Source: an optimization exercise on an open RTL-to-GDS flow (aim: small area, a short achievable clock period and few clock cycles). Production flows keep margins and buffers that such runs may drop. In this exercise RTL edits were held to simulation tests only and were not proved equivalent to the original. No activity file was given, so power comes from the tool's default toggle rates.

## main
Design ysyx_23060025, start of the top module:
module ysyx_23060025 (
	input				clock,
	input				reset,
	input				io_interrupt,
	input				io_master_awready,
	output				io_master_awvalid,
	output		[31:0]	io_master_awaddr,
	output		[3:0]	io_master_awid,
	output		[7:0]	io_master_awlen,
	output		[2:0]	io_master_awsize,
	output		[1:0]	io_master_awburst,
	input				io_master_wready,
	output				io_master_wvalid,
	output		[31:0]	io_master_wdata,
	output		[3:0]	io_master_wstrb,
	output				io_master_wlast,
	output				io_master_bready,
	input				io_master_bvalid,
	input		[1:0]	io_master_bresp,
	input		[3:0]	io_master_bid,
	input				io_master_arready,
	output				io_master_arvalid,
	output		[31:0]	io_master_araddr,
	output		[3:0]	io_master_arid,
	output		[7:0]	io_master_arlen,
	output		[2:0]	io_master_arsize,
	output		[1:0]	io_master_arburst,
	output				io_master_rready,
	input				io_master_rvalid,
	input		[1:0]	io_master_rresp,
	input		[31:0]	io_master_rdata,
	input				io_master_rlast,
	input		[3:0]	io_master_rid,
	output				io_slave_awready,
	input				io_slave_awvalid,
	input		[31:0]	io_slave_awaddr,
	input		[3:0]	io_slave_awid,
	input		[7:0]	io_slave_awlen,
	input		[2:0]	io_slave_awsize,
	input		[1:0]	io_slave_awburst,
	output				io_slave_wready,
	input				io_slave_wvalid,
	input		[31:0]	io_slave_wdata,
	input		[3:0]	io_slave_wstrb,
	input				io_slave_wlast,
	input				io_slave_bready,
	output				io_slave_bvalid,
	output		[1:0]	io_slave_bresp,
	output		[3:0]	io_slave_bid,
	output				io_slave_arready,
	input				io_slave_arvalid,
	input		[31:0]	io_slave_araddr,
	input		[3:0]	io_slave_arid,
	input		[7:0]	io_slave_arlen,
	input		[2:0]	io_slave_arsize,
	input		[1:0]	io_slave_arburst,
	input				io_slave_rready,
	output				io_slave_rvalid,
	output		[1:0]	io_slave_rresp,
	output		[31:0]	io_slave_rdata,
	output				io_slave_rlast,
	output		[3:0]	io_slave_rid
);
export LEC_CHECK = 0
export ABC_CLOCK_PERIOD_IN_PS = 4000
export CAP_MARGIN = 20
export CORE_MARGIN = 2
export CORE_UTILIZATION = 55
export PLACE_DENSITY = 0.65
export SLEW_MARGIN = 20
create_clock -name core_clock -period 12.0 [get_ports {clock}]
standard.sh (not shown) runs the stock make flow with config.mk's settings and CLKGATE_MAP_FILE= SYNTH_SCRIPT=/design/flow/synth_recipe.tcl, a recipe that flattens the netlist after the stock synthesis.
==> flow/flow/run.sh <==
#!/bin/bash
# The standard ORFS layout, unchanged except that timing repair aims for more setup
# slack than the 12 ns clock needs (the clock, constraints and all steps stay the same).
set -euo pipefail
bash standard.sh SETUP_SLACK_MARGIN=7 TNS_END_PERCENT=20 finish > standard_flow.log 2>&1
Testbench counts of main, summed over its fixed seeds: cycles 110,559.
Edits applied to the flow inputs when going from main to the feature branch:
--- a/flow/design.v
+++ b/flow/design.v
@@ -116,53 +116,53 @@
 	reg         dfill;		 
 	reg  [63:0] mtime;
 	reg  [31:0] rf [1:15];
 	reg  [31:0] mtvec, mepc, mcause;
 	localparam R_IDLE = 2'd0, R_FILL = 2'd1, R_LOAD = 2'd2;
 	reg  [1:0]  rs;
 	reg         arv;
 	reg  [31:0] ara;
-	reg  [2:0]  arl;
+	reg  [3:0]  arl;
 	reg  [3:0]  fpos;		 
 	reg         awv, wv;
 	reg  [29:0] awa;
 	reg  [31:0] wd;
 	reg  [3:0]  wst;
 	reg  [31:0] ic_data [0:15];
-	reg  [25:0] ic_tag  [0:3];
-	reg  [3:0]  ic_wv   [0:3];
+	reg  [25:0] ic_tag  [0:1];
+	reg  [7:0]  ic_wv   [0:1];
 	assign io_master_arvalid = arv;
 	assign io_master_araddr  = ara;
 	assign io_master_arid    = 4'd0;
-	assign io_master_arlen   = {5'd0, arl};
+	assign io_master_arlen   = {4'd0, arl};
 	assign io_master_arsize  = 3'b010;
 	assign io_master_arburst = 2'b01;
 	assign io_master_rready  = 1'b1;
 	assign io_master_awvalid = awv;
 	assign io_master_awaddr  = {awa, 2'b00};
 	assign io_master_awid    = 4'd1;
 	assign io_master_awlen   = 8'd0;
 	assign io_master_awsize  = 3'b010;
 	assign io_master_awburst = 2'b01;
 	assign io_master_wvalid  = wv;
 	assign io_master_wdata   = wd;
 	assign io_master_wstrb   = wst;
 	assign io_master_wlast   = 1'b1;
 	assign io_master_bready  = 1'b1;
-	wire [1:0]  f_idx  = pc_f[3:2];
-	wire [1:0]  f_word = pc_f[1:0];
+	wire        f_idx  = pc_f[3];
+	wire [2:0]  f_word = pc_f[2:0];
 	wire        f_tag_ok = (ic_tag[f_idx] == pc_f[29:4]);
 	wire        f_hit  = f_tag_ok & ic_wv[f_idx][f_word];
-	wire [27:0] n_line;
-	ysyx_23060025_add #(28) u_nline (.a(pc_f[29:2]), .b(28'd0), .ci(1'b1), .s(n_line), .co());
-	wire [1:0]  n_idx  = n_line[1:0];
+	wire [26:0] n_line;
+	ysyx_23060025_add #(27) u_nline (.a(pc_f[29:3]), .b(27'd0), .ci(1'b1), .s(n_line), .co());
+	wire        n_idx  = n_line[0];
 	wire [25:0] n_k    = ic_tag[n_idx];
 	wire [25:0] n_t    = pc_f[29:4] ^ n_k;
-	wire [25:0] n_lc   = {pc_f[28:4] & ~n_k[24:0], &pc_f[3:2]};
+	wire [25:0] n_lc   = {pc_f[28:4] & ~n_k[24:0], pc_f[3]};
 	wire        n_tag_ok = ~|(n_t ^ n_lc);
 	wire        n_ext  = ~(n_tag_ok & (&ic_wv[n_idx]));
 	wire        f_avail = f_hit;
 	wire [31:0] f_inst = ic_data[pc_f[3:0]];
 	wire [4:0] opc = ir[6:2];
 	wire [2:0] f3  = ir[14:12];
 	wire is_lui   = (opc == 5'b01101);
 	wire is_auipc = (opc == 5'b00101);
@@ -410,41 +410,41 @@
 				end
 			endcase
 		end
 	end
 	always @(posedge clock) begin
 		if (bus_idle) begin
 			if (ir_v & is_ld) begin
 				ara <= sum;
-				arl <= ld_cable ? {1'b0, ~sum[3:2]} : 3'd0;
+				arl <= ld_cable ? {2'b0, ~sum[3:2]} : 4'd0;
 			end else begin
 				ara <= {pc_f, 2'b00};
-				arl <= {n_ext, ~pc_f[1:0]};
+				arl <= {n_ext, ~pc_f[2:0]};
 				fpos <= pc_f[3:0];
 			end
 		end else if ((rs == R_FILL) & io_master_rvalid) begin
 			fpos <= fpos + 4'd1;
 		end
 	end
 	always @(posedge clock) begin
 		if ((rs == R_FILL) & io_master_rvalid) ic_data[fpos] <= io_master_rdata;
 	end
 	always @(posedge clock) begin
 		if (bus_idle & ~ld_issue & fill_start & ~f_tag_ok) ic_tag[f_idx] <= pc_f[29:4];
-		if (bus_idle & ~ld_issue & fill_start & n_ext & ~n_tag_ok) ic_tag[n_idx] <= n_line[27:2];
+		if (bus_idle & ~ld_issue & fill_start & n_ext & ~n_tag_ok) ic_tag[n_idx] <= n_line[26:1];
 	end
 	always @(posedge clock) begin
 		if (reset) begin
-			for (k = 0; k < 4; k = k + 1) ic_wv[k] <= 4'd0;
+			for (k = 0; k < 2; k = k + 1) ic_wv[k] <= 8'd0;
 		end else if ((rs == R_FILL) & io_master_rvalid) begin
-			ic_wv[fpos[3:2]][fpos[1:0]] <= 1'b1;
+			ic_wv[fpos[3]][fpos[2:0]] <= 1'b1;
 		end else if (bus_idle & ~ld_issue & fill_start) begin
-			if (~f_tag_ok) ic_wv[f_idx] <= 4'd0;
-			if (n_ext & ~n_tag_ok) ic_wv[n_idx] <= 4'd0;
+			if (~f_tag_ok) ic_wv[f_idx] <= 8'd0;
+			if (n_ext & ~n_tag_ok) ic_wv[n_idx] <= 8'd0;
 		end
 	end
 	always @(posedge clock) begin
 		if (reset) begin
 			awv <= 1'b0;
 			wv  <= 1'b0;
 		end else if (st_go) begin
 			awv <= 1'b1;
### Flow results
- The feature branch was carried through to the last stage, and its layout satisfied the timing, design-rule and antenna checks.
- Power share of the combinational group came out lower on the feature branch than on main.
- Higher number of enable-type register cells in the synthesized netlist among the feature branch and main: main
- When the feature branch is set beside main, its total core area turns out to be 6400 um2 smaller.
- Density: the feature branch denser than main
- From main to the feature branch the numbers moved as follows: netlist area before placement lost 4.0%, fraction of the cycle the final worst path needs went up 0.48 points.
Testbench counts of the feature branch, summed over its fixed seeds: cycles 110,999.

## afterwards: timing with drivers on the ports
The flow's constraints put no driver on any port. The routed layouts listed below were extracted and timed again, unchanged, in two steps. Step 1 assumes that a clkbuf_16 drives the clock port and a buf_2 every other input. Step 2 times the ports against the registers' clock, not the clock port: input delays grow and output delays shrink by t, the midpoint of the rising clock arrivals with the driver on. Three values: ideal ports, drivers, drivers and shift; two values: the first two.
| run | t, ns | setup slack, ns | slew at the worst register clock pin (ns) | worst slew at a driven data input, ns |
|---|---|---|---|---|
| main | 0.936 | 6.789 / 6.789 / 6.040 | 0.07 / 0.07 | 0.12 |
| the feature branch | 0.888 | 6.732 / 6.732 / 6.191 | 0.07 / 0.07 | 0.10 |
After both steps every run listed still meets setup and hold. The setup slack of main, which loses most, moves by 0.000 ns with the drivers and by -0.749 ns with both steps.
